From an optimization exercise on the open Yosys and OpenROAD flow, aimed at small area; shortcuts taken in it are not production practice.
RTL that was checked went through simulation tests only; none was proved equivalent to the original.
Only the layout flow was run in runs 5 to 7; the RTL was not checked for function there.
The clock cells of runs 1 to 4 come from the design's own scripts or RTL, not from TritonCTS.
The clock port is modelled as an ideal driver, which makes a skipped or thinned clock tree look cheaper than it is; a real chip needs a root buffer or a tree.
Power figures rest on the tool's default switching activity, not on a simulated workload.

**flow/config.mk**
```make
export PLATFORM = sky130hd
export DESIGN_NAME = hello
export DESIGN_NICKNAME = hello
export VERILOG_FILES = /design/flow/design.v
export SDC_FILE = /design/flow/constraint.sdc
export NUM_CORES = 4
export LEC_CHECK = 0
export CAP_MARGIN = 20
export CORE_AREA = 3 3 71 71
export DIE_AREA = 0 0 74 74
export GPL_TIMING_DRIVEN = 0
export SLEW_MARGIN = 20
```
**flow/flow/knobs.sh**
```bash
# port buffers: buf_2 (the reset input drives every register)
export BUFFER_PORTS_ARGS="-buffer_cell sky130_fd_sc_hd__buf_2"
# clock: TritonCTS runs as usual, then post_cts.tcl replaces its tree with
# MY_CLK_LEAVES buffers driven by the clock port, each driving a group of
# registers
export POST_CTS_TCL=$PWD/flow/post_cts.tcl
export MY_CLKBUF=sky130_fd_sc_hd__buf_4
export MY_CLK_LEAVES=2
```
**flow/constraint.sdc**
```tcl
create_clock -name core_clock -period 20.0 [get_ports {clk_50}]
set_input_delay 4.0000 -clock core_clock [delete_from_list [all_inputs] [get_ports {clk_50}]]
set_output_delay 4.0000 -clock core_clock [all_outputs]
set_load 0.01 [all_outputs]
```
**flow/flow/area.abc**
```
strash
&get -n
&deepsyn -T @TIME@ -S @SEED@
&dch -f
&nf -a -R 1000
&put
```
**flow/flow/gen_unmap.py**
```python
# Writes a Yosys techmap file that turns each combinational sky130hd cell
# back into plain logic (from the liberty "function" strings).
import re, sys
lib = open(sys.argv[1]).read()
out = []
for c in re.split(r'\n\s*cell\s*\(', lib)[1:]:
    name = re.match(r'\s*"?(\w+)"?', c).group(1)
    if re.search(r'\b(ff|latch|statetable)\s*\(', c):
        continue
    pins = []
    for m in re.finditer(r'\n\s*pin\s*\(\s*"?(\w+)"?\s*\)\s*\{', c):
        body = c[m.end():]
        depth, i = 1, 0
        while depth:
            if body[i] == '{': depth += 1
            elif body[i] == '}': depth -= 1
            i += 1
        body = body[:i]
        d = re.search(r'direction\s*:\s*"?(\w+)"?', body).group(1)
        f = re.search(r'\n\s*function\s*:\s*"([^"]*)"', body)
        pins.append((m.group(1), d, f.group(1) if f else None))
    outs = [p for p in pins if p[1] == 'output']
    if not outs or any(f is None for _, _, f in outs):
        continue
    if any(p[1] not in ('input', 'output') for p in pins):
        continue
    ports = ', '.join(p[0] for p in pins)
    body = ''.join(f'  {p[1]} {p[0]};\n' for p in pins)
    for o, _, f in outs:
        e = f.replace('!', '~').replace('+', '|')
        body += f'  assign {o} = {e};\n'
    out.append(f'module {name}({ports});\n{body}endmodule\n')
print('\n'.join(out))
```
**flow/standard.sh**
```bash
#!/bin/bash
# synth_recipe.tcl (not shown) runs the flow's synth.tcl, then flattens the netlist and writes it again
# the make line also repeats each setting of config.mk as NAME=value (left out here)
make -C /OpenROAD-flow-scripts/flow DESIGN_CONFIG=/design/flow/config.mk WORK_HOME=/design/flow/orfs CLKGATE_MAP_FILE= SYNTH_SCRIPT=/design/flow/synth_recipe.tcl "${@:-finish}"
```
**flow/flow/run.sh**
```bash
#!/bin/bash
# Own layout flow: the standard synthesis, then the combinational logic
# between the standard synthesis's flip-flops is mapped again by ABC for area
# (the flip-flop instances are kept exactly as synthesised), the result is
# proved equivalent to the standard netlist, and the standard ORFS flow lays it
# out, with the port buffers and the clock tree set in flow/knobs.sh. Each tool
# writes its full output to a log file here.
set -euo pipefail
W=$PWD
R=$W/orfs/results/$FLOW_PLATFORM/hello/base
LIB=$FLOW_HOME/platforms/$FLOW_PLATFORM/lib/sky130_fd_sc_hd__tt_025C_1v80.lib
ROUNDS=${ROUNDS:-2}
SEEDS=${SEEDS:-8}
ABC_TIME=${ABC_TIME:-30}

bash standard.sh synth > $W/log_synth_standard.log 2>&1
cp $R/1_2_yosys.v $W/netlist_standard.v

python3 flow/gen_unmap.py $LIB > $W/unmap.v

# resynth IN OUT SEED: map the logic of netlist IN again, write OUT
resynth() {
  local in=$1 out=$2 seed=$3
  sed -e "s/@SEED@/$seed/" -e "s/@TIME@/$ABC_TIME/" flow/area.abc > $out.abc
  cat > $out.ys <<EOF
read_liberty -lib $LIB
read_verilog $in
hierarchy -top $FLOW_TOP
techmap -map $W/unmap.v
techmap
opt -purge
abc -script $out.abc -liberty $LIB -dont_use *probe* -dont_use *lpflow*
opt_clean -purge
hilomap -singleton -hicell sky130_fd_sc_hd__conb_1 HI -locell sky130_fd_sc_hd__conb_1 LO
splitnets
opt_clean -purge
tee -o $out.stat stat -liberty $LIB
write_verilog -noattr -nohex -nodec $out
EOF
  yosys -l $out.log $out.ys > /dev/null 2>&1 || rm -f $out
}

area_of() { grep "Chip area" $1.stat | tail -1 | awk '{print $NF}'; }

best=$W/netlist_standard.v
bestarea=$(grep "Chip area" $R/../../../../reports/$FLOW_PLATFORM/hello/base/synth_stat.txt | tail -1 | awk '{print $NF}')
echo "standard synthesis area $bestarea"
for round in $(seq 1 $ROUNDS); do
  src=$best
  for i in $(seq 1 $SEEDS); do
    seed=$(( (round - 1) * SEEDS + i ))
    resynth $src $W/netlist_r${round}_s${seed}.v $seed &
    if (( i % NUM_CORES == 0 )); then wait; fi
  done
  wait
  for i in $(seq 1 $SEEDS); do
    seed=$(( (round - 1) * SEEDS + i ))
    f=$W/netlist_r${round}_s${seed}.v
    [[ -f $f ]] || continue
    a=$(area_of $f)
    echo "round $round seed $seed area $a"
    if awk "BEGIN{exit !($a < $bestarea)}"; then best=$f; bestarea=$a; fi
  done
  echo "after round $round: $best area $bestarea"
done

# prove the chosen netlist computes the same next state and output as the
# standard one (same flip-flops, same names)
cat > $W/equiv.ys <<EOF
read_liberty -lib $LIB
read_verilog $W/netlist_standard.v
rename $FLOW_TOP gold
read_verilog $best
rename $FLOW_TOP gate
hierarchy -check
techmap -map $W/unmap.v
techmap
opt_clean
rename -hide w:_*_
equiv_make gold gate equiv
hierarchy -top equiv
equiv_simple
equiv_status -assert
EOF
if [[ $best != $W/netlist_standard.v ]] && yosys -l $W/log_equiv.log $W/equiv.ys > /dev/null 2>&1; then
  echo "equivalence proved; using $best"
  cp $best $R/1_2_yosys.v
  rm -f $R/1_synth.odb $R/1_synth.sdc
else
  echo "keeping the standard netlist"
fi

[[ -f flow/knobs.sh ]] && source flow/knobs.sh
bash standard.sh finish > $W/log_layout.log 2>&1
```
**flow/design.v**
```verilog
module uart_baud(
                 input  clk,
                 input  reset_n,
                 output tick);
   localparam [15:0] INV = 16'b0101010101010011;
   reg  [15:0] x;
   wire [15:0] a = x ^ INV;
   wire [16:4] c;
   wire [15:0] n;
   wire k2 = a[1] & a[0];
   wire k3 = a[2] | k2;
   assign n[0] = ~a[0];
   assign n[1] = a[1] ^ a[0];
   assign n[2] = ~(a[2] ^ k2);
   assign n[3] = ~(a[3] ^ k3);
   assign c[4] = a[3] | k3;
   genvar i;
   generate for (i = 4; i < 16; i = i + 1) begin : g
      assign n[i]   = a[i] ^ c[i];
      assign c[i+1] = a[i] & c[i];
   end endgenerate
   always @(posedge clk or negedge reset_n)
     if (!reset_n)
       x <= 16'hfff3 ^ INV;
     else
       x <= n ^ INV;
   assign tick = c[16];
endmodule
module hello(
             input  clk_50,
             input  reset_n,
             output tx);
   wire       tick;
   reg  [3:0] phase;
   reg  [4:0] byte_idx;
   uart_baud baud(.clk(clk_50), .reset_n(reset_n), .tick(tick));
   wire done    = &byte_idx[4:1];                
   wire in_gap  = ~phase[3] & phase[2] & ~(phase[1] & phase[0]);
   wire advance = (tick | in_gap) & ~done;
   wire wrap    = &phase;
   always @(posedge clk_50 or negedge reset_n)
     if (!reset_n) begin
        phase    <= 4'b0101;
        byte_idx <= 5'd10;
     end else if (advance) begin
        phase <= wrap ? 4'b0011 : phase + 4'd1;
        if (wrap)
          byte_idx <= byte_idx + 5'd1;
     end
   reg [7:0] char;
   always @*
     case (byte_idx)
       5'd10: char = "H";
       5'd11: char = "e";
       5'd12: char = "l";
       5'd13: char = "l";
       5'd14: char = "o";
       5'd15: char = ",";
       5'd16: char = " ";
       5'd17: char = "e";
       5'd18: char = "v";
       5'd19: char = "e";
       5'd20: char = "r";
       5'd21: char = "y";
       5'd22: char = "w";
       5'd23: char = "e";
       5'd24: char = "e";
       5'd25: char = "k";
       5'd26: char = "s";
       5'd27: char = "!";
       5'd28: char = 8'h0d;
       5'd29: char = 8'h0a;
       default: char = 8'h00;
     endcase
   assign tx = phase[3] ? char[phase[2:0]] : ~(phase[2] & phase[1] & phase[0]);
endmodule
```
**flow/flow/post_cts.tcl**
```tcl
# Rebuilds the clock tree that TritonCTS made: the clock port drives
# MY_CLK_LEAVES clock buffers (MY_CLKBUF) directly, and each of them drives the
# clock pins of a group of nearby registers. TritonCTS's root buffer becomes the
# first of them; its other buffers and dummy loads are removed.
set block [ord::get_db_block]
set root [$block findInst clkbuf_0_clk_50]
set rootnet [[$root findITerm X] getNet]
set clknet [[$root findITerm A] getNet]
set bufmaster [[ord::get_db] findMaster $::env(MY_CLKBUF)]
set nleaves [expr {[info exists ::env(MY_CLK_LEAVES)] ? $::env(MY_CLK_LEAVES) : 1}]

# register clock pins and tree buffers below the root
set sinks {}
set dead {}
set todo [list $rootnet]
while {[llength $todo]} {
  set net [lindex $todo 0]
  set todo [lrange $todo 1 end]
  foreach it [$net getITerms] {
    if {[$it isOutputSignal]} continue
    set inst [$it getInst]
    set m [[$inst getMaster] getName]
    if {[string match "*clkbuf*" $m] || [string match "*clkinv*" $m] || [string match "clkload*" [$inst getName]]} {
      if {$inst eq $root} continue
      lappend dead $inst
      foreach o [$inst getITerms] {
        if {[$o isOutputSignal] && [$o getNet] ne "NULL"} { lappend todo [$o getNet] }
      }
    } else {
      lappend sinks $it
    }
  }
}
puts "clock rebuild: [llength $sinks] sinks, removing [llength $dead] buffers, $nleaves leaf buffers"

set deadnets {}
foreach inst $dead {
  foreach o [$inst getITerms] {
    if {[$o isOutputSignal] && [$o getNet] ne "NULL"} { lappend deadnets [$o getNet] }
  }
  odb::dbInst_destroy $inst
}
foreach n $deadnets {
  if {[llength [$n getITerms]] == 0} { odb::dbNet_destroy $n }
}

# sinks with their positions, split into groups along the wider side
set pts {}
set xmin 1e18; set xmax -1e18; set ymin 1e18; set ymax -1e18
foreach it $sinks {
  set bb [[$it getInst] getBBox]
  set x [expr {([$bb xMin] + [$bb xMax]) / 2}]
  set y [expr {([$bb yMin] + [$bb yMax]) / 2}]
  lappend pts [list $x $y $it]
  set xmin [expr {min($xmin, $x)}]; set xmax [expr {max($xmax, $x)}]
  set ymin [expr {min($ymin, $y)}]; set ymax [expr {max($ymax, $y)}]
}
set key [expr {($xmax - $xmin) >= ($ymax - $ymin) ? 0 : 1}]
set pts [lsort -integer -index $key $pts]
set n [llength $pts]

for {set g 0} {$g < $nleaves} {incr g} {
  set lo [expr {$g * $n / $nleaves}]
  set hi [expr {($g + 1) * $n / $nleaves - 1}]
  if {$g == 0} {
    set buf $root
    set net $rootnet
  } else {
    set buf [odb::dbInst_create $block $bufmaster "clkbuf_leaf_${g}_clk_50"]
    set net [odb::dbNet_create $block "clknet_leaf_${g}_clk_50"]
    $net setSigType CLOCK
    [$buf findITerm A] connect $clknet
    [$buf findITerm X] connect $net
  }
  $buf swapMaster $bufmaster
  set xs 0; set ys 0
  foreach p [lrange $pts $lo $hi] {
    lassign $p x y it
    set xs [expr {$xs + $x}]; set ys [expr {$ys + $y}]
    $it disconnect
    $it connect $net
  }
  set cnt [expr {$hi - $lo + 1}]
  $buf setLocation [expr {$xs / $cnt}] [expr {$ys / $cnt}]
  $buf setPlacementStatus PLACED
}
global_connect
detailed_placement
estimate_parasitics -placement
```
==> impl_metrics.yaml, run 1 <==
sta:
  timing.fmax_mhz: 163
  rsz0062_at_grt: "no"
  finalClockSkew_ns: 0.00631
  slew_headroom_pct: 64.5
  tightest_slew_ns: 0.533
  hold_viol_final: 0
  finalCritPeriodShare_pct: 30.6
  setup_viol: 0
  tns_ns: 0
  fin_crit_ns: 6.12
  slew_viol_final: 0
die:
  io_pins: 3
  die_w_um: 74
  dieArea_mm2: 0.00548
  die_h_um: 74
  initial_core_util_pct: 25.1
  num_rows: 24
  coreArea_mm2: 0.00441
route:
  wl_met2_um: 1030
  wl_per_cell_um: 12.0
  routed_wl_um: 1940
  final_antenna_net_count: 0
  routed_via_density: 4.88
  drc: 0
  drt_iter0_drc: 65
  routed.top_layer: "met4"
  wl_met3_um: 69
  firstDrtPassIters: 4
  m1WireLength_um: 808
  num_vias: 791
setup_path:
  start_kind: "register"
  crit_arrival_ns: 2.12
  ff2ff_setup_slack_ns: 16.27
  cp-end-kind: "output port"
  crit_type: "register to output port"
  required_ns: 16.00
  cp_max_fo: 8
  startpoint: "byte_idx[3]$_DFFE_PN1P_"
  r2r_start: "baud.x[0]$_DFF_PN0_"
place:
  portBuffers: 2
  gp_congestion: 0.908
  hpwl_um: 1400
yosys:
  ys_warn_count: 2
  syn_inst: 106
  syn_area_mm2: 0.00111
  synth_nets: 108
  avgSynthCellArea_um2: 10.5
cells_and_area:
  drive_above_1_share_pct: 12.7
  fin_nets: 116
  area_growth_pct: 8.12
  fillCellCount: 462
  antenna_cells: 0
worst_hold_path:
  min-delay-start: "baud.x[14]$_DFF_PN0_"
  hold_path.class: "register to register"
cts:
  clk_pin_slew_worst_paths_ns: 0.11
  cts.sinks: 25
  clkLatencyLatePin_ns: 0.15
power_and_ir_drop:
  swShare_pct: 18.5
  p_int_w: 0.0000560
  switching_power_w: 0.0000127
  p_leak_nw: 0.494
  pwr-share-seq_pct: 73.7
  power.density_mw_per_mm2: 57.2
  vdd_drop_max_uv: 16.4
  pwr-share-comb_pct: 1.4
  clkPwrFrac_pct: 24.9
  finalPower_w: 0.0000687
global_routing:
  grt_max_degree: 26
  track_usage_pct: 8.69
  grt_pass1_wl_um: 3420
  grt_antenna_before_repair: 0
  gr-total-overflow: 0
  grt_pass1_vias: 756
outcome:
  status: "finished clean"
job:
  max-cap-violations: 0
[layout make-up, clock buffers not listed]
cell class | instances | area, um2 | area share, %
multi-input combinational | 77 | 457 | 38.1
timing repair buffer | 2 | 10.0 | 0.834
tap | 52 | 65.1 | 5.42
inverter | 4 | 15.0 | 1.25
sequential | 25 | 638 | 53.2
buffer | 1 | 7.51 | 0.626
[flip-flops by register name, summed over array words and instances (netlist names)]
register  count
baud.x       16
byte_idx      5
phase         4
[layout by cell type, fill, tap and decap left out, types with 2 or more instances in the layout]
cell type	instances
buf_4	2
a211o_1	2
buf_2	2
xor2_1	8
dfrtp_1	15
o21ai_0	6
nor3_1	4
xnor2_1	11
a21oi_1	8
nand2_1	11
o22ai_1	4
nor2_1	13
dfstp_2	10
clkinv_1	4
[layer usage]
layer  up-vias  track usage (%)
met5         -                0
met4         0             3.42
met3         2            0.811
met2        29             16.1
met1       389             10.2
li1        371                -
[critical path: stages, from the launching register on]
cell and delay [ns]:
dfstp_2 0.62, a21oi_1 0.08, nor3b_1 0.41, nor3_1 0.13, o22ai_1 0.15, a22o_1 0.16
a21oi_1 0.06, a211o_1 0.22, buf_2 0.14
[metrics by stage]
stage	utilization (%)	setup WS (ns)	instance area (um2)	std cells	hold slack [ns]
final	27.2	13.88	1200	162	0.477
after floorplan	-	14.47	1110	106	0.438
after detailed placement	26.8	14.14	1180	160	0.464
after global placement	26.8	14.31	1180	160	0.455
after global routing	27.2	13.74	1200	162	0.498
[power groups by stage]
| stage | Combinational (W) | Sequential (W) | Clock [W] |
|---|---|---|---|
| 6_report | 0.000000972 | 0.0000506 | 0.0000171 |
| 5_1_grt | 0.00000119 | 0.0000506 | 0.0000201 |
| 3_5_place_dp | 0.00000109 | 0.0000515 | 0 |
| 3_3_place_gp | 0.00000101 | 0.0000515 | 0 |
| 2_1_floorplan | 0.000000000173 | 0.0000515 | 0 |
[final timing paths]
path                       cells past startpoint                      end
max                                            8                       tx
min                                            1     baud.x[14]$_DFF_PN0_
max reg2reg                                   20  byte_idx[4]$_DFFE_PN0P_
min reg2reg                                    1     baud.x[14]$_DFF_PN0_
max in group asynchronous                      1     phase[2]$_DFFE_PN1P_
min in group asynchronous                      1     phase[3]$_DFFE_PN0P_
==> inputs of run 2 (changes only) <==
--- a/flow/config.mk
+++ b/flow/config.mk
@@ -7,6 +7,6 @@
 export LEC_CHECK = 0
 export CAP_MARGIN = 20
-export CORE_AREA = 3 3 71 71
-export DIE_AREA = 0 0 74 74
+export CORE_MARGIN = 2
+export CORE_UTILIZATION = 40
 export GPL_TIMING_DRIVEN = 0
 export SLEW_MARGIN = 20
==> run 2 against run 1 <==
Against the previous run: still clean on timing, DRC and antenna; final cell count fell by 13%; register-to-register slack is essentially flat; die area shrank 41%; sequential power hardly changed; combinational power is 1% higher; first-iteration DRC count down 54%; area after synthesis stayed put; hold slack better by 0.00064 ns; utilization grew 17 points; critical path depth did not move; critical endpoint unchanged; largest power group unchanged.
==> impl_metrics.yaml, run 2 <==
global_routing:
  grt_antenna_before_repair: 0
  grt_pass1_wl_um: 3160
  track_usage_pct: 14.3
  grt_pass1_vias: 690
  grt_max_degree: 26
  gr-total-overflow: 0
die:
  dieArea_mm2: 0.00321
  die_h_um: 56.7
  io_pins: 3
  num_rows: 19
  initial_core_util_pct: 41.3
  coreArea_mm2: 0.00269
  die_w_um: 56.7
place:
  portBuffers: 2
  gp_congestion: 0.840
  placed_area_mm2: 0.00116
  hpwl_um: 1230
  dpl.cell_count: 139
cells_and_area:
  reg.largest.list: "baud.x x16, byte_idx x5, phase x4"
  final_cell_mix: "15 x dfrtp_1, 13 x nor2_1, 11 x nand2_1, 11 x xnor2_1, 10 x dfstp_2"
  fin_nets: 116
  final_core_util_pct: 43.7
  final_common_cell: "dfrtp_1"
  largest_reg_flops: 16
  final_area_mm2: 0.00117
  drive_above_1_share_pct: 12.7
  area_growth_pct: 5.75
  antenna_cells: 0
  final_cells: 141
  regMostFlops: "baud.x"
power_and_ir_drop:
  p_leak_nw: 0.494
  vdd_drop_max_uv: 27.1
  power.density_mw_per_mm2: 59.0
sta:
  tns_ns: 0
  holdWs_ns: 0.477
  rsz0062_at_grt: "no"
  hold_viol_final: 0
  tightest_slew_ns: 0.538
  finalCritPeriodShare_pct: 29.8
  slew_viol_final: 0
  fin_crit_ns: 5.95
  setup_viol: 0
  finalClockSkew_ns: 0.00446
  timing.fmax_mhz: 168
  slew_headroom_pct: 64.1
route:
  final_antenna_net_count: 0
  wl_per_cell_um: 12.7
  drt_iter0_drc: 30
  routed_via_density: 5.34
  drc: 0
  num_vias: 753
  routed_wl_um: 1790
  firstDrtPassIters: 4
setup_path:
  cp-end-kind: "output port"
  crit_arrival_ns: 1.95
  cp_top_family: "flip-flops"
  crit_slowest_cell: "dfstp_2"
  cp_max_fo: 8
  worst-path-buf-inv: 1
  cpMostUsedCell: "a21oi_1"
  required_ns: 16.00
  path_cells: "a21oi_1 > nor3b_1 > nor3_1 > o22ai_1 > a22o_1 > a21oi_1 > a211o_1 > buf_2"
  critPathMaxStageDelay_ns: 0.63
  crit_type: "register to output port"
  start_kind: "register"
worst_hold_path:
  hold_path.class: "register to register"
cts:
  clk_pin_slew_worst_paths_ns: 0.11
  clkLatencyLatePin_ns: 0.15
  cts.sinks: 25
job:
  max-cap-violations: 0
yosys:
  avgSynthCellArea_um2: 10.5
  synth_nets: 108
  ys_warn_count: 2
  syn_area_mm2: 0.00111
  syn_inst: 106
outcome:
  status: "finished clean"
## run 2: layout make-up, clock buffers not listed
cell class | instances | area [um2]
fillers | 271 | 1510
multi-input cells | 77 | 457
plain buffers | 1 | 7.51
well taps | 31 | 38.8
repair buffers | 2 | 10.0
inverters | 4 | 15.0
flip-flops and latches | 25 | 638
## run 2: routing by layer
metal  vias to the layer above  GRT usage, %  wire (um)
met3                         3          2.07         57
li1                        368             -          -
met2                         9          20.9        823
met4                         0          5.78         30
met1                       373          21.3        873
met5                         -             0          0
## run 2: path summary, 6_finish.rpt
| check | slack (ns) | cells past startpoint | startpoint | to |
|---|---|---|---|---|
| min | 0.48 | 1 | baud.x[1]$_DFF_PN0_ | baud.x[1]$_DFF_PN0_ |
| min in group asynchronous | 3.82 | 1 | reset_n | byte_idx[4]$_DFFE_PN0P_ |
| max reg2reg | 16.28 | 20 | baud.x[0]$_DFF_PN0_ | byte_idx[4]$_DFFE_PN0P_ |
| min reg2reg | 0.48 | 1 | baud.x[1]$_DFF_PN0_ | baud.x[1]$_DFF_PN0_ |
| max in group asynchronous | 15.82 | 1 | reset_n | baud.x[11]$_DFF_PN1_ |
| max | 14.05 | 8 | byte_idx[3]$_DFFE_PN1P_ | tx |
## run 2: worst reg2reg max path: stages (launching register included)
cell and delay (ns):
dfrtp_1 0.42, nor2_1 0.21, nor3_1 0.12, nor2_1 0.16, nand2_1 0.10, nor2_1 0.17, nand2_1 0.11, nor2_1 0.16
nand2_1 0.10, nor2_1 0.15, nand2_1 0.10, nor2_1 0.15, nand2_1 0.10, nor2_1 0.17, a21oi_1 0.09, a21oi_1 0.25
nor2b_1 0.31, nand3_1 0.23, nor2_1 0.27, nand2_1 0.12, o21ai_0 0.16
## run 2: stage by stage
step	power [W]	setup slack (ns)
2_1_floorplan	0.0000515	14.47
3_3_place_gp	0.0000526	14.31
3_5_place_dp	0.0000526	14.26
5_1_grt	0.0000735	13.91
6_report	0.0000693	14.05
## run 2: report_power, final
| part | internal [W] | switching (W) | leakage, nW | total [W] |
|---|---|---|---|---|
| registers | 0.0000506 | 0 | 0.305 | 0.0000506 |
| logic | 0.0000000698 | 0.000000915 | 0.179 | 0.000000985 |
| clock network | 0.00000530 | 0.0000123 | 0.00961 | 0.0000176 |
| total | 0.0000560 | 0.0000133 | 0.494 | 0.0000693 |
==> inputs of run 3 (changes only) <==
--- a/flow/flow/run.sh
+++ b/flow/flow/run.sh
@@ -11,5 +11,5 @@
 LIB=$FLOW_HOME/platforms/$FLOW_PLATFORM/lib/sky130_fd_sc_hd__tt_025C_1v80.lib
 ROUNDS=${ROUNDS:-2}
-SEEDS=${SEEDS:-8}
+SEEDS=${SEEDS:-16}
 ABC_TIME=${ABC_TIME:-30}
 
--- a/flow/flow/knobs.sh
+++ b/flow/flow/knobs.sh
@@ -7,2 +7,4 @@
 export MY_CLKBUF=sky130_fd_sc_hd__buf_4
 export MY_CLK_LEAVES=2
+# the output port's buffer: buf_1
+export POST_GLOBAL_PLACE_TCL=$PWD/flow/post_gpl.tcl
==> flow/flow/post_gpl.tcl (new file) <==
# The output port's buffer only drives the port's 0.01 pF load: use the
# smallest buffer for it.
set block [ord::get_db_block]
set small [[ord::get_db] findMaster sky130_fd_sc_hd__buf_1]
foreach bt [$block getBTerms] {
  if {[$bt getIoType] ne "OUTPUT"} continue
  foreach it [[$bt getNet] getITerms] {
    if {[$it isOutputSignal]} {
      set inst [$it getInst]
      puts "output port [$bt getName]: buffer [$inst getName] -> buf_1"
      $inst swapMaster $small
    }
  }
}
--- a/flow/config.mk
+++ b/flow/config.mk
@@ -7,6 +7,6 @@
 export LEC_CHECK = 0
 export CAP_MARGIN = 20
-export CORE_MARGIN = 2
-export CORE_UTILIZATION = 40
+export CORE_AREA = 3 3 71 71
+export DIE_AREA = 0 0 74 74
 export GPL_TIMING_DRIVEN = 0
 export SLEW_MARGIN = 20
==> run 3 against run 2 <==
Against the previous run: clock skew grew 0.0028 ns; fmax grew 1.6%; wire length shrank 9.2%; clock power shrank 2%; synthesized cell count is the same; hold slack lost 0.0022 ns; via count shrank 1.1%; largest cell class unchanged; highest routed layer unchanged.
==> impl_metrics.yaml, run 3 <==
route:
  drt_iter0_drc: 157
  final_antenna_net_count: 0
  wl_per_cell_um: 10.0
  drc: 0
  routed_wl_um: 1620
  routed_via_density: 4.60
  firstDrtPassIters: 4
  num_vias: 745
cells_and_area:
  area_growth_pct: 8.05
  fillCellCount: 452
  regMostFlops: "baud.x"
  final_cell_mix: "15 x nor2_1, 15 x dfrtp_1, 13 x nand2_1, 12 x xnor2_1, 10 x dfstp_2"
  drive_above_1_share_pct: 11.8
  largest_reg_flops: 16
  multi_input_area_um2: 454
  final_core_util_pct: 27.0
  final-seq-area_um2: 638
  antenna_cells: 0
  reg.largest.list: "baud.x x16, byte_idx x5, phase x4"
  fin_nets: 116
yosys:
  syn_area_mm2: 0.00110
  synth_nets: 108
  ys_warn_count: 2
  syn_inst: 106
  avgSynthCellArea_um2: 10.4
die:
  die_h_um: 74
  io_pins: 3
  die_w_um: 74
  coreArea_mm2: 0.00441
  initial_core_util_pct: 25.0
  num_rows: 24
  dieArea_mm2: 0.00548
outcome:
  status: "finished clean"
sta:
  tns_ns: 0
  timing.fmax_mhz: 171
  rsz0062_at_grt: "no"
  fin_crit_ns: 5.86
  finalCritPeriodShare_pct: 29.3
  slew_headroom_pct: 65.6
  slew_viol_final: 0
  setup_viol: 0
  hold_viol_final: 0
  tightest_slew_ns: 0.516
  finalClockSkew_ns: 0.00723
setup_path:
  start_kind: "register"
  path_cells: "o21ai_0 > a21o_1 > a22oi_1 > nor4_1 > a31oi_1 > o211ai_1 > a32oi_1 > buf_1"
  required_ns: 16.00
  crit_arrival_ns: 1.86
  cp_max_fo: 9
  cp-end-kind: "output port"
  crit_type: "register to output port"
  critPathMaxStageDelay_ns: 0.62
  crit_slowest_cell: "dfstp_2"
cts:
  clkLatencyLatePin_ns: 0.15
  clk_pin_slew_worst_paths_ns: 0.11
  cts.sinks: 25
global_routing:
  grt_max_degree: 26
  grt_antenna_before_repair: 0
  gr-total-overflow: 0
  track_usage_pct: 7.31
  grt_pass1_vias: 716
  grt_pass1_wl_um: 2990
power_and_ir_drop:
  p_leak_nw: 0.506
  pwr-share-comb_pct: 1.4
  switching_power_w: 0.0000128
  p_int_w: 0.0000560
  clkPwrFrac_pct: 25.0
  swShare_pct: 18.6
  pwr-share-seq_pct: 73.6
  power.density_mw_per_mm2: 57.7
  vdd_drop_max_uv: 16.9
job:
  max-cap-violations: 0
worst_hold_path:
  hold_path.class: "register to register"
place:
  hpwl_um: 1150
  portBuffers: 2
[run 3: changes by cell type in the layout (fill, tap and decap cells not counted), sizes merged, moves of 2 or more]
cell | before | now
o22ai | 4 | 0
a211o | 2 | 0
a32oi | 0 | 2
nand2 | 11 | 13
nor2 | 13 | 15
nor3 | 4 | 2
o211ai | 0 | 2
o21ai | 6 | 8
[run 3: worst max-delay path: cells and delay by family, from the launching register on]
family | cells | cell delay [ns]
DFF | 1 | 0.62
and+or+nand+nor | 1 | 0.08
buffers and inverters | 1 | 0.17
AOI/OAI and AO/OA | 6 | 0.83
[run 3: stage by stage]
step	total power, W	instances	area [um2]	hold slack, ns	setup WS [ns]
after global routing	0.0000718	162	1190	0.497	14.00
after floorplan	0.0000515	106	1100	0.446	14.53
final	0.0000688	162	1190	0.475	14.14
after global placement	0.0000525	160	1180	0.460	14.40
after detailed placement	0.0000526	160	1180	0.464	14.34
[run 3: power groups by stage]
| stage | registers [W] | logic (W) | clock network (W) |
|---|---|---|---|
| 5_1_grt | 0.0000506 | 0.00000117 | 0.0000200 |
| 3_3_place_gp | 0.0000515 | 0.000000972 | 0 |
| 2_1_floorplan | 0.0000515 | 0.000000000186 | 0 |
| 3_5_place_dp | 0.0000515 | 0.00000105 | 0 |
| 6_report | 0.0000506 | 0.000000944 | 0.0000172 |
[run 3: layer usage]
layer	up-vias	part of all wire [%]	global-route usage, %
met4	0	1.8	2.62
met1	352	47	9.96
li1	369	-	-
met3	5	5.2	1.22
met2	19	46	11.7
met5	-	0	0
[run 3: path summary, 6_finish.rpt]
path / end / slack, ns / cells past startpoint / from
setup / recovery: tx / 14.14 / 8 / byte_idx[1]$_DFFE_PN1P_
hold / removal: baud.x[12]$_DFF_PN0_ / 0.48 / 1 / baud.x[12]$_DFF_PN0_
setup reg to reg: byte_idx[3]$_DFFE_PN1P_ / 16.37 / 20 / baud.x[0]$_DFF_PN0_
hold reg to reg: baud.x[12]$_DFF_PN0_ / 0.48 / 1 / baud.x[12]$_DFF_PN0_
max in group asynchronous: baud.x[7]$_DFF_PN1_ / 15.83 / 1 / reset_n
min in group asynchronous: phase[1]$_DFFE_PN0P_ / 3.80 / 1 / reset_n
[run 3: area by class of cell, clock buffers not listed]
type | count | share of cell area, %
Buffer | 1 | 0.630
Inverter | 3 | 0.944
Tap cell | 52 | 5.46
Timing Repair Buffer | 2 | 0.735
Multi-Input combinational cell | 78 | 38.1
Sequential cell | 25 | 53.5
==> inputs of run 4 (changes only) <==
--- a/flow/flow/knobs.sh
+++ b/flow/flow/knobs.sh
@@ -1,4 +1,4 @@
-# port buffers: buf_2 (the reset input drives every register)
-export BUFFER_PORTS_ARGS="-buffer_cell sky130_fd_sc_hd__buf_2"
+# port buffers: buf_1
+export BUFFER_PORTS_ARGS="-buffer_cell sky130_fd_sc_hd__buf_1"
 # clock: TritonCTS runs as usual, then post_cts.tcl replaces its tree with
 # MY_CLK_LEAVES buffers driven by the clock port, each driving a group of
==> run 4 against run 3 <==
Against the previous run: hold slack improved by 0.0046 ns; clock skew rose by 0.0042 ns; utilization did not move.
==> impl_metrics.yaml, run 4 <==
outcome:
  status: "finished clean"
route:
  routed_wl_um: 1790
  drc: 0
  routed_via_density: 4.77
  wl_per_cell_um: 11.0
  firstDrtPassIters: 4
  num_vias: 772
  final_antenna_net_count: 0
  drt_iter0_drc: 99
die:
  num_rows: 24
  die_w_um: 74
  die_h_um: 74
  dieArea_mm2: 0.00548
  io_pins: 3
  coreArea_mm2: 0.00441
  initial_core_util_pct: 25.0
setup_path:
  start_kind: "register"
  crit_arrival_ns: 1.84
  cp-end-kind: "output port"
  crit_type: "register to output port"
  r2r_start: "baud.x[0]$_DFF_PN0_"
  cp_max_fo: 9
  startpoint: "byte_idx[1]$_DFFE_PN1P_"
  required_ns: 16.00
sta:
  slew_viol_final: 0
  finalClockSkew_ns: 0.0114
  finalWorstSetupSlack_ns: 14.16
  tightest_slew_ns: 0.520
  tns_ns: 0
  setup_viol: 0
  finalCritPeriodShare_pct: 29.2
  holdWs_ns: 0.480
  fin_crit_ns: 5.84
  rsz0062_at_grt: "no"
  slew_headroom_pct: 65.4
  hold_viol_final: 0
  timing.fmax_mhz: 171
cells_and_area:
  antenna_cells: 0
  regMostFlops: "baud.x"
  fin_nets: 116
  final_area_mm2: 0.00119
  final_cell_mix: "15 x nor2_1, 15 x dfrtp_1, 13 x nand2_1, 12 x xnor2_1, 10 x dfstp_2"
  final_cells: 162
  area_growth_pct: 8.05
  reg.largest.list: "baud.x x16, byte_idx x5, phase x4"
  drive_above_1_share_pct: 11.8
  largest_reg_flops: 16
  fillCellCount: 458
yosys:
  syn_inst: 106
  synth_nets: 108
  ys_warn_count: 2
  syn_area_mm2: 0.00110
  avgSynthCellArea_um2: 10.4
cts:
  clk_pin_slew_worst_paths_ns: 0.12
  clkLatencyLatePin_ns: 0.15
  cts.sinks: 25
place:
  dpl.cell_count: 160
  placed_area_mm2: 0.00118
  pre_cts_ws_ns: 14.37
  portBuffers: 2
  hpwl_um: 1310
global_routing:
  grt_max_degree: 26
  track_usage_pct: 7.76
  gr-total-overflow: 0
  grt_pass1_wl_um: 3200
  grt_antenna_before_repair: 0
  grt_pass1_vias: 773
job:
  max-cap-violations: 0
worst_hold_path:
  min-delay-start: "baud.x[6]$_DFF_PN0_"
  hold_path.class: "register to register"
power_and_ir_drop:
  vdd_drop_max_uv: 21.8
  p_leak_nw: 0.506
  power.density_mw_per_mm2: 57.9
[run 4: layer usage]
layer	up-vias	part of all wire [%]	track usage, %
met3	8	5.6	1.35
met1	373	44	10.5
met4	0	2.2	3.22
met2	25	49	12.3
met5	-	0	0
li1	366	-	-
[run 4: cell type report, clock buffers not listed]
type / instances / area (um2) / area share, %
inverter: 3 / 11.3 / 0.944
timing repair buffer: 2 / 8.76 / 0.735
tap: 52 / 65.1 / 5.46
sequential: 25 / 638 / 53.5
multi-input combinational: 78 / 454 / 38.1
buffer: 1 / 7.51 / 0.630
[run 4: final timing paths]
kind | to | slack (ns) | cells after the start
worst min register to register | baud.x[6]$_DFF_PN0_ | 0.48 | 1
max in group asynchronous | baud.x[5]$_DFF_PN1_ | 15.82 | 1
worst max register to register | byte_idx[3]$_DFFE_PN1P_ | 16.29 | 20
worst max-delay path | tx | 14.16 | 8
worst min-delay path | baud.x[6]$_DFF_PN0_ | 0.48 | 1
min in group asynchronous | phase[3]$_DFFE_PN0P_ | 3.80 | 1
[run 4: power breakdown]
part	switching (W)	internal [W]
combinational	0.000000879	0.0000000697
clock	0.0000122	0.00000529
sequential	0	0.0000506
total	0.0000131	0.0000560
[run 4: worst max-delay path, stage by stage, from the launching register on]
cell	delay, ns
dfstp_2	0.62
o21ai_0	0.09
a21o_1	0.18
a22oi_1	0.14
nor4_1	0.07
a31oi_1	0.14
o211ai_1	0.10
a32oi_1	0.15
buf_1	0.18
[run 4: metrics by stage]
step	util, %	total power [W]
after detailed placement	26.7	0.0000526
after floorplan	-	0.0000515
after global placement	26.6	0.0000525
final	27.0	0.0000691
after global routing	27.0	0.0000717
==> inputs of run 5 (changes only) <==
==> flow/design.v (replaced) <==
module uart_baud(
                 input  clk,
                 input  reset_n,
                 output tick);
   reg [15:0] acc;
   always @(posedge clk or negedge reset_n)
     if (!reset_n)
       acc <= 16'd0;
     else
       acc <= acc + 16'd13;
   assign tick = acc < 16'd13;
endmodule
module hello(
             input  clk_50,
             input  reset_n,
             output tx);
   wire       tick;
   reg  [3:0] phase;
   reg  [4:0] byte_idx;
   uart_baud baud(.clk(clk_50), .reset_n(reset_n), .tick(tick));
   wire done    = byte_idx[4] & byte_idx[2];
   wire in_gap  = ~phase[3] & phase[2] & ~(phase[1] & phase[0]);
   wire advance = (tick | in_gap) & ~done;
   wire wrap    = &phase;
   always @(posedge clk_50 or negedge reset_n)
     if (!reset_n) begin
        phase    <= 4'b0101;
        byte_idx <= 5'd0;
     end else if (advance) begin
        phase <= wrap ? 4'b0011 : phase + 4'd1;
        if (wrap)
          byte_idx <= byte_idx + 5'd1;
     end
   reg [7:0] char;
   always @*
     case (byte_idx)
       5'd0:  char = "H";
       5'd1:  char = "e";
       5'd2:  char = "l";
       5'd3:  char = "l";
       5'd4:  char = "o";
       5'd5:  char = ",";
       5'd6:  char = " ";
       5'd7:  char = "e";
       5'd8:  char = "v";
       5'd9:  char = "e";
       5'd10: char = "r";
       5'd11: char = "y";
       5'd12: char = "w";
       5'd13: char = "e";
       5'd14: char = "e";
       5'd15: char = "k";
       5'd16: char = "s";
       5'd17: char = "!";
       5'd18: char = 8'h0d;
       5'd19: char = 8'h0a;
       default: char = 8'hxx;
     endcase
   assign tx = phase[3] ? char[phase[2:0]] : ~(phase[2] & phase[1] & phase[0]);
endmodule
==> flow/run.sh (new file) <==
#!/bin/bash
# synth_recipe.tcl (not shown) runs the flow's synth.tcl, then flattens the netlist and writes it again
# the make line also repeats each setting of config.mk as NAME=value (left out here)
make -C /OpenROAD-flow-scripts/flow DESIGN_CONFIG=/design/flow/config.mk WORK_HOME=/design/flow/orfs CLKGATE_MAP_FILE= SYNTH_SCRIPT=/design/flow/synth_recipe.tcl finish
--- a/flow/config.mk
+++ b/flow/config.mk
@@ -7,6 +7,5 @@
 export LEC_CHECK = 0
 export CAP_MARGIN = 20
-export CORE_AREA = 3 3 71 71
-export DIE_AREA = 0 0 74 74
-export GPL_TIMING_DRIVEN = 0
+export CORE_MARGIN = 2
+export CORE_UTILIZATION = 40
 export SLEW_MARGIN = 20
removed: flow/flow/run.sh
removed: flow/flow/area.abc
removed: flow/flow/gen_unmap.py
removed: flow/flow/knobs.sh
removed: flow/flow/post_cts.tcl
removed: flow/flow/post_gpl.tcl
removed: flow/standard.sh
==> run 5 against run 4 <==
Against the previous run: worst setup slack worse by 0.78 ns; flip-flop and latch count did not move; hold slack gained 0.020 ns; register-to-register slack better by 2.0 ns; sequential power is essentially flat; final cell count is 17% higher; first-iteration DRC count shrank 62%; critical path depth fell by 1; cell area grew 35%; total power rose by 20%; critical path type unchanged; critical endpoint unchanged; largest cell class is now multi-input gates.
==> impl_metrics.yaml, run 5 <==
yosys:
  synth_edf_count: 0
  synth.most_common_cell: "dfrtp_1"
  ys.flop_type: "dfrtp_1"
  ys_seq_area_share_pct: 41.1
  async_reset_ff_share_pct: 100
  yosysTopAreaCellShare_pct: 37.6
  ys_seq_elements: 25
  ys_warn_count: 2
  synth_area_leaders: "dfrtp_1 38%, ha_1 9.0%, xnor2_1 8.0%"
  synth_nets: 156
  syn_area_mm2: 0.00153
  synth_cell_types: 43
  synth_area_leader_cell: "dfrtp_1"
  synthTopCellsByCount: "23 x dfrtp_1, 14 x xnor2_1, 11 x ha_1"
  syn_inst: 143
  avgSynthCellArea_um2: 10.7
cells_and_area:
  largest_reg_flops: 16
  regMostFlops: "baud.acc"
  final_area_mm2: 0.00161
  final_common_cell: "dfrtp_1"
  antenna_cells: 0
  fillCellCount: 337
  area_growth_pct: 5.56
  final_cell_mix: "23 x dfrtp_1, 14 x xnor2_1, 11 x ha_1, 10 x nand2_1, 9 x inv_1"
  reg.largest.list: "baud.acc x16, byte_idx x5, phase x4"
  fin_nets: 156
  drive_above_1_share_pct: 9.15
route:
  wl_per_cell_um: 14.3
  drc: 0
  num_vias: 1046
  routed_via_density: 5.51
  drt_iter0_drc: 38
  routed_wl_um: 2710
  firstDrtPassIters: 4
  final_antenna_net_count: 0
cts:
  hold_buffers: 0
  postCtsSetupRepairBufs: 0
  ctsResizeCount: 0
  cts.sinks: 25
  root_buffer: "clkbuf_8"
  cts_max_level: 1
  clk_pin_slew_worst_paths_ns: 0.09
  clkLatencyLatePin_ns: 0.27
  cts_tree: "yes"
  cts-buffers-inserted: 3
  clk_path_buf_depth: 2
sta:
  tightest_slew_ns: 0.544
  hold_viol_final: 0
  fin_crit_ns: 6.62
  finalWorstSetupSlack_ns: 13.38
  finalClockSkew_ns: 0.00306
  rsz0062_at_grt: "no"
  setup_viol: 0
  holdWs_ns: 0.500
  tns_ns: 0
  slew_viol_final: 0
  timing.fmax_mhz: 151
  finalCritPeriodShare_pct: 33.1
  slew_headroom_pct: 63.7
global_routing:
  grt_pass1_wl_um: 5040
  gr-total-overflow: 0
  track_usage_pct: 15.0
  grt_pass1_vias: 1032
  grt_max_degree: 26
  grt_antenna_before_repair: 0
setup_path:
  required_ns: 16.00
  cp-end-kind: "output port"
  crit_arrival_ns: 2.62
  crit_type: "register to output port"
  start_kind: "register"
  cp_max_fo: 10
place:
  placed_area_mm2: 0.00157
  gp_congestion: 0.882
  pre_cts_ws_ns: 13.67
  portBuffers: 2
  hpwl_um: 1920
power_and_ir_drop:
  vdd_drop_max_uv: 30.9
  p_leak_nw: 0.698
  finalPower_w: 0.0000828
  power.density_mw_per_mm2: 51.3
worst_hold_path:
  hold_path.class: "register to register"
die:
  io_pins: 3
  die_h_um: 65.8
  dieArea_mm2: 0.00433
  die_w_um: 65.8
  initial_core_util_pct: 41.8
  coreArea_mm2: 0.00366
  num_rows: 22
outcome:
  status: "finished clean"
job:
  max-cap-violations: 0
## run 5: changes by cell type in the layout (fill, tap and decap cells not counted), sizes merged, moves of 4 or more
cell and change:
a21oi -5, dfrtp +8, dfstp -8, ha +11, inv +9, mux2i +5, nand4 +4, nor2 -11
o21ai -4
## run 5: path summary, 6_finish.rpt
kind | slack [ns] | start | cells past startpoint | end
min in group asynchronous | 3.70 | reset_n | 1 | baud.acc[15]$_DFF_PN0_
max | 13.38 | byte_idx[1]$_DFFE_PN0P_ | 7 | tx
max in group asynchronous | 15.93 | reset_n | 1 | phase[2]$_DFFE_PN1P_
min reg2reg | 0.50 | baud.acc[15]$_DFF_PN0_ | 1 | baud.acc[15]$_DFF_PN0_
min | 0.50 | baud.acc[15]$_DFF_PN0_ | 1 | baud.acc[15]$_DFF_PN0_
max reg2reg | 18.27 | baud.acc[4]$_DFF_PN0_ | 4 | phase[0]$_DFFE_PN1P_
## run 5: cells by family (layout without fill, tap and decap cells)
| logic type | Yosys count | after routing | synth area share (%) |
|---|---|---|---|
| simple gates | 42 | 42 | 16.4 |
| flops | 25 | 25 | 41.1 |
| compound gates | 23 | 23 | 11.9 |
| xor+xnor | 18 | 18 | 10.3 |
| buf+inv | 16 | 15 | 4.75 |
| fa+ha+maj | 11 | 11 | 9.00 |
| mux | 8 | 8 | 6.47 |
## run 5: cell type report
type	instances	area, um2	area share, %
Sequential cell	25	628	38.9
Clock buffer	3	41.3	2.56
Timing Repair Buffer	2	15.0	0.930
Inverter	9	33.8	2.09
Clock inverter	1	7.51	0.465
Multi-Input combinational cell	102	828	51.3
Tap cell	48	60.1	3.72
## run 5: through the flow
step / instances / util [%]
after global routing: 190 / 44.1
after CTS: 190 / 44.2
after global placement: 186 / 42.9
after floorplan: 143 / -
final: 190 / 44.1
after detailed placement: 186 / 42.9
## run 5: power breakdown
group / leakage (nW) / switching, W / internal, W / total (W)
clock network: 0.0217 / 0.0000171 / 0.0000141 / 0.0000312
registers: 0.310 / 0 / 0.0000505 / 0.0000505
logic: 0.367 / 0.000000921 / 0.0000000698 / 0.000000991
total: 0.698 / 0.0000180 / 0.0000647 / 0.0000828
## run 5: critical path, stage by stage, from the launching register on
cell	delay, ns
dfrtp_1	0.51
inv_1	0.16
ha_1	0.24
mux4_1	0.48
nor4_1	0.18
a211oi_1	0.07
a32oi_1	0.15
clkdlybuf4s50_1	0.55
## run 5: per-layer routing
| metal | wire, um | vias up | GRT usage (%) |
|---|---|---|---|
| met2 | 1190 | 21 | 23.0 |
| met3 | 104 | 4 | 3.58 |
| met1 | 1400 | 507 | 21.6 |
| met4 | 19 | 0 | 3.13 |
| met5 | 0 | - | 0 |
| li1 | - | 514 | - |
==> inputs of run 6 (changes only) <==
--- a/flow/design.v
+++ b/flow/design.v
@@ -3,11 +3,25 @@
                  input  reset_n,
                  output tick);
-   reg [15:0] acc;
+   reg  [15:0] a;
+   wire [16:4] c;
+   wire [15:0] n;
+   wire k2 = a[1] & a[0];
+   wire k3 = a[2] | k2;
+   assign n[0] = ~a[0];
+   assign n[1] = a[1] ^ a[0];
+   assign n[2] = ~(a[2] ^ k2);
+   assign n[3] = ~(a[3] ^ k3);
+   assign c[4] = a[3] | k3;
+   genvar i;
+   generate for (i = 4; i < 16; i = i + 1) begin : g
+      assign n[i]   = a[i] ^ c[i];
+      assign c[i+1] = a[i] & c[i];
+   end endgenerate
    always @(posedge clk or negedge reset_n)
      if (!reset_n)
-       acc <= 16'd0;
+       a <= 16'hfff3;
      else
-       acc <= acc + 16'd13;
-   assign tick = acc < 16'd13;
+       a <= n;
+   assign tick = c[16];
 endmodule
 module hello(
==> flow/flow/run.sh (new file) <==
#!/bin/bash
# Own layout flow: the standard synthesis, then the combinational logic
# between the standard synthesis's flip-flops is mapped again by ABC for
# area (the flip-flop instances are kept exactly as synthesised), the result
# is proved equivalent to the standard netlist, and the standard ORFS flow
# lays it out. Each tool writes its full output to a log file here.
set -euo pipefail
W=$PWD
R=$W/orfs/results/$FLOW_PLATFORM/hello/base
LIB=$FLOW_HOME/platforms/$FLOW_PLATFORM/lib/sky130_fd_sc_hd__tt_025C_1v80.lib

bash standard.sh synth > $W/log_synth_standard.log 2>&1
cp $R/1_2_yosys.v $W/netlist_standard.v

python3 flow/gen_unmap.py $LIB > $W/unmap.v

# several ABC runs (different seeds), keep the smallest
best=""
bestarea=""
for seed in 1 2 3 4; do
  sed "s/@SEED@/$seed/" flow/area.abc > $W/area_$seed.abc
  cat > $W/resynth_$seed.ys <<EOF
read_liberty -lib $LIB
read_verilog $W/netlist_standard.v
hierarchy -top $FLOW_TOP
techmap -map $W/unmap.v
techmap
opt -purge
abc -script $W/area_$seed.abc -liberty $LIB -dont_use *probe* -dont_use *lpflow*
opt_clean -purge
hilomap -singleton -hicell sky130_fd_sc_hd__conb_1 HI -locell sky130_fd_sc_hd__conb_1 LO
splitnets
opt_clean -purge
tee -o $W/resynth_$seed.stat stat -liberty $LIB
write_verilog -noattr -nohex -nodec $W/netlist_$seed.v
EOF
  yosys -l $W/log_resynth_$seed.log $W/resynth_$seed.ys > /dev/null 2>&1 &
done
wait
for seed in 1 2 3 4; do
  [[ -f $W/netlist_$seed.v ]] || continue
  a=$(grep "Chip area" $W/resynth_$seed.stat | tail -1 | awk '{print $NF}')
  echo "seed $seed area $a"
  if [[ -z "$bestarea" ]] || awk "BEGIN{exit !($a < $bestarea)}"; then best=$seed; bestarea=$a; fi
done
echo "best seed $best area $bestarea"

# prove the new netlist computes the same next state and output
cat > $W/equiv.ys <<EOF
read_liberty -lib $LIB
read_verilog $W/netlist_standard.v
rename $FLOW_TOP gold
read_verilog $W/netlist_$best.v
rename $FLOW_TOP gate
hierarchy -check
techmap -map $W/unmap.v
techmap
opt_clean
rename -hide w:_*_
equiv_make gold gate equiv
hierarchy -top equiv
equiv_simple
equiv_status -assert
EOF
if yosys -l $W/log_equiv.log $W/equiv.ys > /dev/null 2>&1; then
  echo "equivalence proved; using the re-mapped netlist"
  cp $W/netlist_$best.v $R/1_2_yosys.v
  rm -f $R/1_synth.odb $R/1_synth.sdc
else
  echo "equivalence NOT proved; keeping the standard netlist"
fi

bash standard.sh finish > $W/log_layout.log 2>&1
==> flow/flow/area.abc (new file) <==
strash
&get -n
&deepsyn -T 20 -S @SEED@
&dch -f
&nf -a -R 1000
&put
==> flow/flow/gen_unmap.py (new file) <==
# Writes a Yosys techmap file that turns each combinational sky130hd cell
# back into plain logic (from the liberty "function" strings).
import re, sys
lib = open(sys.argv[1]).read()
out = []
for c in re.split(r'\n\s*cell\s*\(', lib)[1:]:
    name = re.match(r'\s*"?(\w+)"?', c).group(1)
    if re.search(r'\b(ff|latch|statetable)\s*\(', c):
        continue
    pins = []
    for m in re.finditer(r'\n\s*pin\s*\(\s*"?(\w+)"?\s*\)\s*\{', c):
        body = c[m.end():]
        depth, i = 1, 0
        while depth:
            if body[i] == '{': depth += 1
            elif body[i] == '}': depth -= 1
            i += 1
        body = body[:i]
        d = re.search(r'direction\s*:\s*"?(\w+)"?', body).group(1)
        f = re.search(r'\n\s*function\s*:\s*"([^"]*)"', body)
        pins.append((m.group(1), d, f.group(1) if f else None))
    outs = [p for p in pins if p[1] == 'output']
    if not outs or any(f is None for _, _, f in outs):
        continue
    if any(p[1] not in ('input', 'output') for p in pins):
        continue
    ports = ', '.join(p[0] for p in pins)
    body = ''.join(f'  {p[1]} {p[0]};\n' for p in pins)
    for o, _, f in outs:
        e = f.replace('!', '~').replace('+', '|')
        body += f'  assign {o} = {e};\n'
    out.append(f'module {name}({ports});\n{body}endmodule\n')
print('\n'.join(out))
==> flow/standard.sh (new file) <==
#!/bin/bash
# synth_recipe.tcl (not shown) runs the flow's synth.tcl, then flattens the netlist and writes it again
# the make line also repeats each setting of config.mk as NAME=value (left out here)
make -C /OpenROAD-flow-scripts/flow DESIGN_CONFIG=/design/flow/config.mk WORK_HOME=/design/flow/orfs CLKGATE_MAP_FILE= SYNTH_SCRIPT=/design/flow/synth_recipe.tcl "${@:-finish}"
removed: flow/run.sh
==> run 6 against run 5 <==
Against the previous run: synthesized cell count decreased by 23%; via count decreased by 27%; clock skew increased by 0.0055 ns; register-to-register slack got worse by 2.0 ns; combinational power increased by 23%; critical path depth increased by 2.
==> impl_metrics.yaml, run 6 <==
sta:
  finalCritPeriodShare_pct: 32.1
  hold_viol_final: 0
  slew_viol_final: 0
  finalClockSkew_ns: 0.00858
  fin_crit_ns: 6.41
  setup_viol: 0
  holdWs_ns: 0.471
  timing.fmax_mhz: 156
  slew_headroom_pct: 59.6
  rsz0062_at_grt: "no"
  finalWorstSetupSlack_ns: 13.59
  tns_ns: 0
  tightest_slew_ns: 0.602
power_and_ir_drop:
  pwr-share-seq_pct: 69.3
  p_int_w: 0.0000588
  clkPwrFrac_pct: 29.1
  p_leak_nw: 0.484
  pwr-share-comb_pct: 1.7
  swShare_pct: 19.7
  vdd_drop_max_uv: 45.8
  power.density_mw_per_mm2: 58.3
  switching_power_w: 0.0000144
cts:
  postCtsSetupRepairBufs: 0
  clk_pin_slew_worst_paths_ns: 0.13
  root_buffer: "clkbuf_4"
  ctsResizeCount: 0
  clk_path_buf_depth: 2
  cts-buffers-inserted: 3
  cts_max_level: 1
  cts.sinks: 25
  clkLatencyLatePin_ns: 0.31
  cts_tree: "yes"
  hold_buffers: 0
place:
  hpwl_um: 1260
  pre_cts_ws_ns: 13.93
  placed_area_mm2: 0.00123
  dpl.cell_count: 144
  portBuffers: 2
  gp_congestion: 0.835
route:
  num_vias: 763
  firstDrtPassIters: 4
  wl_per_cell_um: 11.9
  final_antenna_net_count: 0
  drt_iter0_drc: 25
  routed_via_density: 5.16
  drc: 0
  routed_wl_um: 1760
setup_path:
  crit_type: "register to output port"
  path_cells: "or2_0 > nand2_1 > nand2_1 > o21ai_0 > a31oi_1 > o31ai_1 > a21oi_1 > a31oi_1 > clkdlybuf4s50_1"
  critPathMaxStageDelay_ns: 0.55
  required_ns: 16.00
  ff2ff_setup_slack_ns: 16.23
  crit_arrival_ns: 2.41
  cp_max_fo: 8
  cp-end-kind: "output port"
  start_kind: "register"
  crit_slowest_cell: "clkdlybuf4s50_1"
worst_hold_path:
  hold_path.class: "register to register"
cells_and_area:
  final_common_cell: "dfstp_2"
  final_cells: 148
  reg.largest.list: "baud.a x16, byte_idx x5, phase x4"
  antenna_cells: 0
  regMostFlops: "baud.a"
  drive_above_1_share_pct: 17.1
  final_area_mm2: 0.00125
  final_cell_mix: "16 x dfstp_2, 13 x xnor2_1, 11 x nand2_1, 9 x nor2_1, 9 x dfrtp_1"
  area_growth_pct: 7.97
  fin_nets: 120
  largest_reg_flops: 16
global_routing:
  grt_pass1_vias: 724
  grt_pass1_wl_um: 3170
  grt_max_degree: 26
  gr-total-overflow: 0
  grt_antenna_before_repair: 0
  track_usage_pct: 12.3
die:
  die_h_um: 57.9
  die_w_um: 57.9
  coreArea_mm2: 0.00276
  dieArea_mm2: 0.00335
  io_pins: 3
  num_rows: 19
  initial_core_util_pct: 42.2
outcome:
  status: "finished clean"
yosys:
  avgSynthCellArea_um2: 10.6
  syn_inst: 110
  synth_nets: 112
  syn_area_mm2: 0.00116
  ys_warn_count: 2
job:
  max-cap-violations: 0
run 6: critical path, delay by kind of cell, from the launching register on:
| family | cells | cell delay, ns |
|---|---|---|
| AOI/OAI and AO/OA | 5 | 0.62 |
| DFF | 1 | 0.48 |
| and+or+nand+nor | 3 | 0.45 |
| buffers and inverters | 1 | 0.55 |
run 6: area by class of cell:
cell class              instances  area, um2
clock buffers                   4       26.3
fillers                       261       1500
inverters                       6       22.5
multi-input cells              79        494
flip-flops and latches         25        646
well taps                      31       38.8
repair buffers                  3       27.5
run 6: power by group through the flow:
stage / clock, W / combinational (W) / sequential, W
2_1_floorplan: 0 / 0.000000000174 / 0.0000516
3_3_place_gp: 0 / 0.00000125 / 0.0000515
3_5_place_dp: 0 / 0.00000128 / 0.0000515
4_1_cts: 0.0000229 / 0.00000129 / 0.0000507
5_1_grt: 0.0000253 / 0.00000146 / 0.0000508
6_report: 0.0000213 / 0.00000122 / 0.0000507
run 6: layer usage:
| metal | up-vias | GRT usage (%) | part of all wire (%) |
|---|---|---|---|
| met4 | 0 | 3.99 | 0.85 |
| met1 | 357 | 16.4 | 50 |
| li1 | 391 | - | - |
| met3 | 2 | 4.02 | 3.6 |
| met2 | 13 | 19.2 | 45 |
| met5 | - | 0 | 0 |
run 6: worst paths after layout:
| check | endpoint | from | cells past startpoint |
|---|---|---|---|
| setup / recovery | tx | byte_idx[4]$_DFFE_PN0P_ | 9 |
| hold / removal | baud.a[0]$_DFF_PN1_ | baud.a[0]$_DFF_PN1_ | 1 |
| setup reg to reg | byte_idx[3]$_DFFE_PN0P_ | baud.a[0]$_DFF_PN1_ | 15 |
| hold reg to reg | baud.a[0]$_DFF_PN1_ | baud.a[0]$_DFF_PN1_ | 1 |
| max in group asynchronous | baud.a[1]$_DFF_PN1_ | reset_n | 2 |
| min in group asynchronous | phase[3]$_DFFE_PN0P_ | reset_n | 2 |
run 6: metrics by stage:
stage / util [%] / total power (W)
after floorplan: - / 0.0000516
after global placement: 44.6 / 0.0000528
after detailed placement: 44.6 / 0.0000528
after CTS: 45.5 / 0.0000750
after global routing: 45.5 / 0.0000775
final: 45.5 / 0.0000732
==> inputs of run 7 (changes only) <==
--- a/flow/flow/run.sh
+++ b/flow/flow/run.sh
@@ -71,3 +71,4 @@
 fi
 
+[[ -f flow/knobs.sh ]] && source flow/knobs.sh
 bash standard.sh finish > $W/log_layout.log 2>&1
==> flow/flow/knobs.sh (new file) <==
export BUFFER_PORTS_ARGS="-buffer_cell sky130_fd_sc_hd__buf_2"
export CTS_ARGS="-sink_clustering_enable -repair_clock_nets -sink_clustering_size 30 -sink_clustering_max_diameter 200 -buf_list sky130_fd_sc_hd__clkbuf_4 -root_buf sky130_fd_sc_hd__clkbuf_4 -dont_use_dummy_load"
--- a/flow/config.mk
+++ b/flow/config.mk
@@ -9,3 +9,4 @@
 export CORE_MARGIN = 2
 export CORE_UTILIZATION = 40
+export GPL_TIMING_DRIVEN = 0
 export SLEW_MARGIN = 20
==> run 7 against run 6 <==
Against the previous run: global-route usage decreased by 0.094 points; via count decreased by 1.7%; final cell count decreased by 1.4%; die area unchanged; flip-flop and latch count unchanged; sequential power about the same; hold slack got worse by 0.0037 ns; cell area decreased by 1.7%; worst setup slack improved by 0.30 ns; non-clock buffer count decreased by 1; still clean on timing, DRC and antenna; combinational power decreased by 23%; utilization decreased by 0.77 points.
==> impl_metrics.yaml, run 7 <==
die:
  die_h_um: 57.9
  initial_core_util_pct: 42.2
  die_w_um: 57.9
  dieArea_mm2: 0.00335
  io_pins: 3
  coreArea_mm2: 0.00276
  num_rows: 19
job:
  max-cap-violations: 0
cells_and_area:
  final_common_cell: "dfstp_2"
  fin_nets: 119
  final_cell_mix: "16 x dfstp_2, 13 x xnor2_1, 11 x nand2_1, 9 x nor2_1, 9 x dfrtp_1"
  antenna_cells: 0
  reg.largest.list: "baud.a x16, byte_idx x5, phase x4"
  drive_above_1_share_pct: 18.3
  area_growth_pct: 6.14
  regMostFlops: "baud.a"
  largest_reg_flops: 16
sta:
  finalCritPeriodShare_pct: 30.6
  hold_viol_final: 0
  setup_viol: 0
  fin_crit_ns: 6.11
  slew_viol_final: 0
  tightest_slew_ns: 0.602
  finalClockSkew_ns: 0.00426
  finalWorstSetupSlack_ns: 13.89
  tns_ns: 0
  rsz0062_at_grt: "no"
  slew_headroom_pct: 59.7
  timing.fmax_mhz: 164
yosys:
  ys_warn_count: 2
  avgSynthCellArea_um2: 10.6
  syn_area_mm2: 0.00116
  synth_nets: 112
  syn_inst: 110
cts:
  cts_tree: "yes"
  clk_pin_slew_worst_paths_ns: 0.12
  cts-buffers-inserted: 3
  clk_path_buf_depth: 2
  clkLatencyLatePin_ns: 0.31
  cts.sinks: 25
  hold_buffers: 0
  root_buffer: "clkbuf_4"
  ctsResizeCount: 0
  cts_max_level: 1
  postCtsSetupRepairBufs: 0
route:
  wl_per_cell_um: 11.6
  drc: 0
  num_vias: 750
  routed_via_density: 5.14
  drt_iter0_drc: 26
  firstDrtPassIters: 4
  final_antenna_net_count: 0
  routed_wl_um: 1690
outcome:
  status: "finished clean"
setup_path:
  required_ns: 16.00
  start_kind: "register"
  crit_slowest_cell: "dfrtp_1"
  cp_max_fo: 8
  path_cells: "or2_0 > nand2_1 > nand2_1 > o21ai_0 > a31oi_1 > o31ai_1 > a21oi_1 > a31oi_1 > buf_2"
  crit_type: "register to output port"
  crit_arrival_ns: 2.11
  critPathMaxStageDelay_ns: 0.49
  cp-end-kind: "output port"
worst_hold_path:
  hold_path.class: "register to register"
global_routing:
  grt_pass1_vias: 718
  track_usage_pct: 12.2
  gr-total-overflow: 0
  grt_max_degree: 26
  grt_antenna_before_repair: 0
  grt_pass1_wl_um: 3180
power_and_ir_drop:
  p_leak_nw: 0.475
  power.density_mw_per_mm2: 58.4
  vdd_drop_max_uv: 43.2
place:
  pre_cts_ws_ns: 14.25
  hpwl_um: 1210
  gp_congestion: 0.880
  portBuffers: 2
run 7: report_power, final:
group,switching (W),internal [W]
logic,0.000000864,0.0000000698
registers,0,0.0000507
clock network,0.0000133,0.00000704
total,0.0000142,0.0000578
run 7: final timing paths:
kind                                          from  cells past startpoint                       to  slack, ns
max in group asynchronous                  reset_n                      1      baud.a[7]$_DFF_PN1_      15.99
hold reg to reg                baud.a[0]$_DFF_PN1_                      1      baud.a[0]$_DFF_PN1_       0.47
setup / recovery           byte_idx[4]$_DFFE_PN0P_                      9                       tx      13.89
min in group asynchronous                  reset_n                      1  byte_idx[2]$_DFFE_PN0P_       3.64
hold / removal                 baud.a[0]$_DFF_PN1_                      1      baud.a[0]$_DFF_PN1_       0.47
setup reg to reg               baud.a[0]$_DFF_PN1_                     15  byte_idx[3]$_DFFE_PN0P_      16.36
run 7: layer usage:
layer  up-vias  routed length (um)  global-route usage (%)
met5         -                   0                       0
met2         9                 788                    19.8
met3         4                  56                    4.02
li1        389                   -                       -
met4         0                  24                    3.99
met1       348                 818                    15.5
run 7: area by class of cell:
cell class / count / area (um2)
Timing Repair Buffer: 2 / 10.0
Sequential cell: 25 / 646
Fill cell: 277 / 1520
Multi-Input combinational cell: 79 / 494
Tap cell: 31 / 38.8
Clock buffer: 3 / 22.5
Inverter: 6 / 22.5
run 7: worst max-delay path, delay by kind of cell (launching register included):
| kind | cells | cell delay, ns |
|---|---|---|
| and+or+nand+nor | 3 | 0.48 |
| buffers and inverters | 1 | 0.15 |
| DFF | 1 | 0.49 |
| AOI/OAI and AO/OA | 5 | 0.68 |
run 7: per-stage QoR:
step / hold slack, ns / cell area (um2) / power (W) / utilization (%) / instances
after floorplan: 0.430 / 1160 / 0.0000516 / - / 110
after global placement: 0.436 / 1210 / 0.0000525 / 43.9 / 143
after detailed placement: 0.440 / 1210 / 0.0000526 / 43.9 / 143
after CTS: 0.471 / 1230 / 0.0000732 / 44.7 / 146
after global routing: 0.487 / 1230 / 0.0000754 / 44.7 / 146
final: 0.467 / 1230 / 0.0000720 / 44.7 / 146

-- afterwards: timing with drivers on the ports --
The flow's constraints put no driver on any port. The routed layouts listed below were extracted and timed again, unchanged, in two steps.
Step 1 assumes that a clkbuf_16 drives the clock port and a buf_2 every other input.
Step 2, shift: input delay + t, output delay - t, t = (earliest + latest rising clock arrival at the registers) / 2. This alone moves slack from input paths to output paths.
Slacks: ideal / step 1 / step 2; pairs: ideal / step 1.
| run | t, ns | setup WS [ns] | worst setup path after step 2 | worst slew at a driven data input, ns | pins driven straight from the clock port |
|---|---|---|---|---|---|
| run 1 | 0.172 | 13.883 / 13.857 / 14.029 | register to output | 0.03 | 2 |
| run 2 | 0.175 | 14.046 / 14.018 / 14.193 | register to output | 0.03 | 2 |
| run 3 | 0.171 | 14.141 / 14.115 / 14.287 | register to output | 0.03 | 2 |
| run 4 | 0.173 | 14.163 / 14.137 / 14.310 | register to output | 0.03 | 2 |
| run 5 | 0.294 | 13.379 / 13.356 / 13.651 | register to output | 0.03 | 1 |
| run 6 | 0.325 | 13.587 / 13.567 / 13.892 | register to output | 0.03 | 1 |
| run 7 | 0.326 | 13.886 / 13.866 / 14.191 | register to output | 0.03 | 1 |
After both steps setup and hold are still met in every run listed.
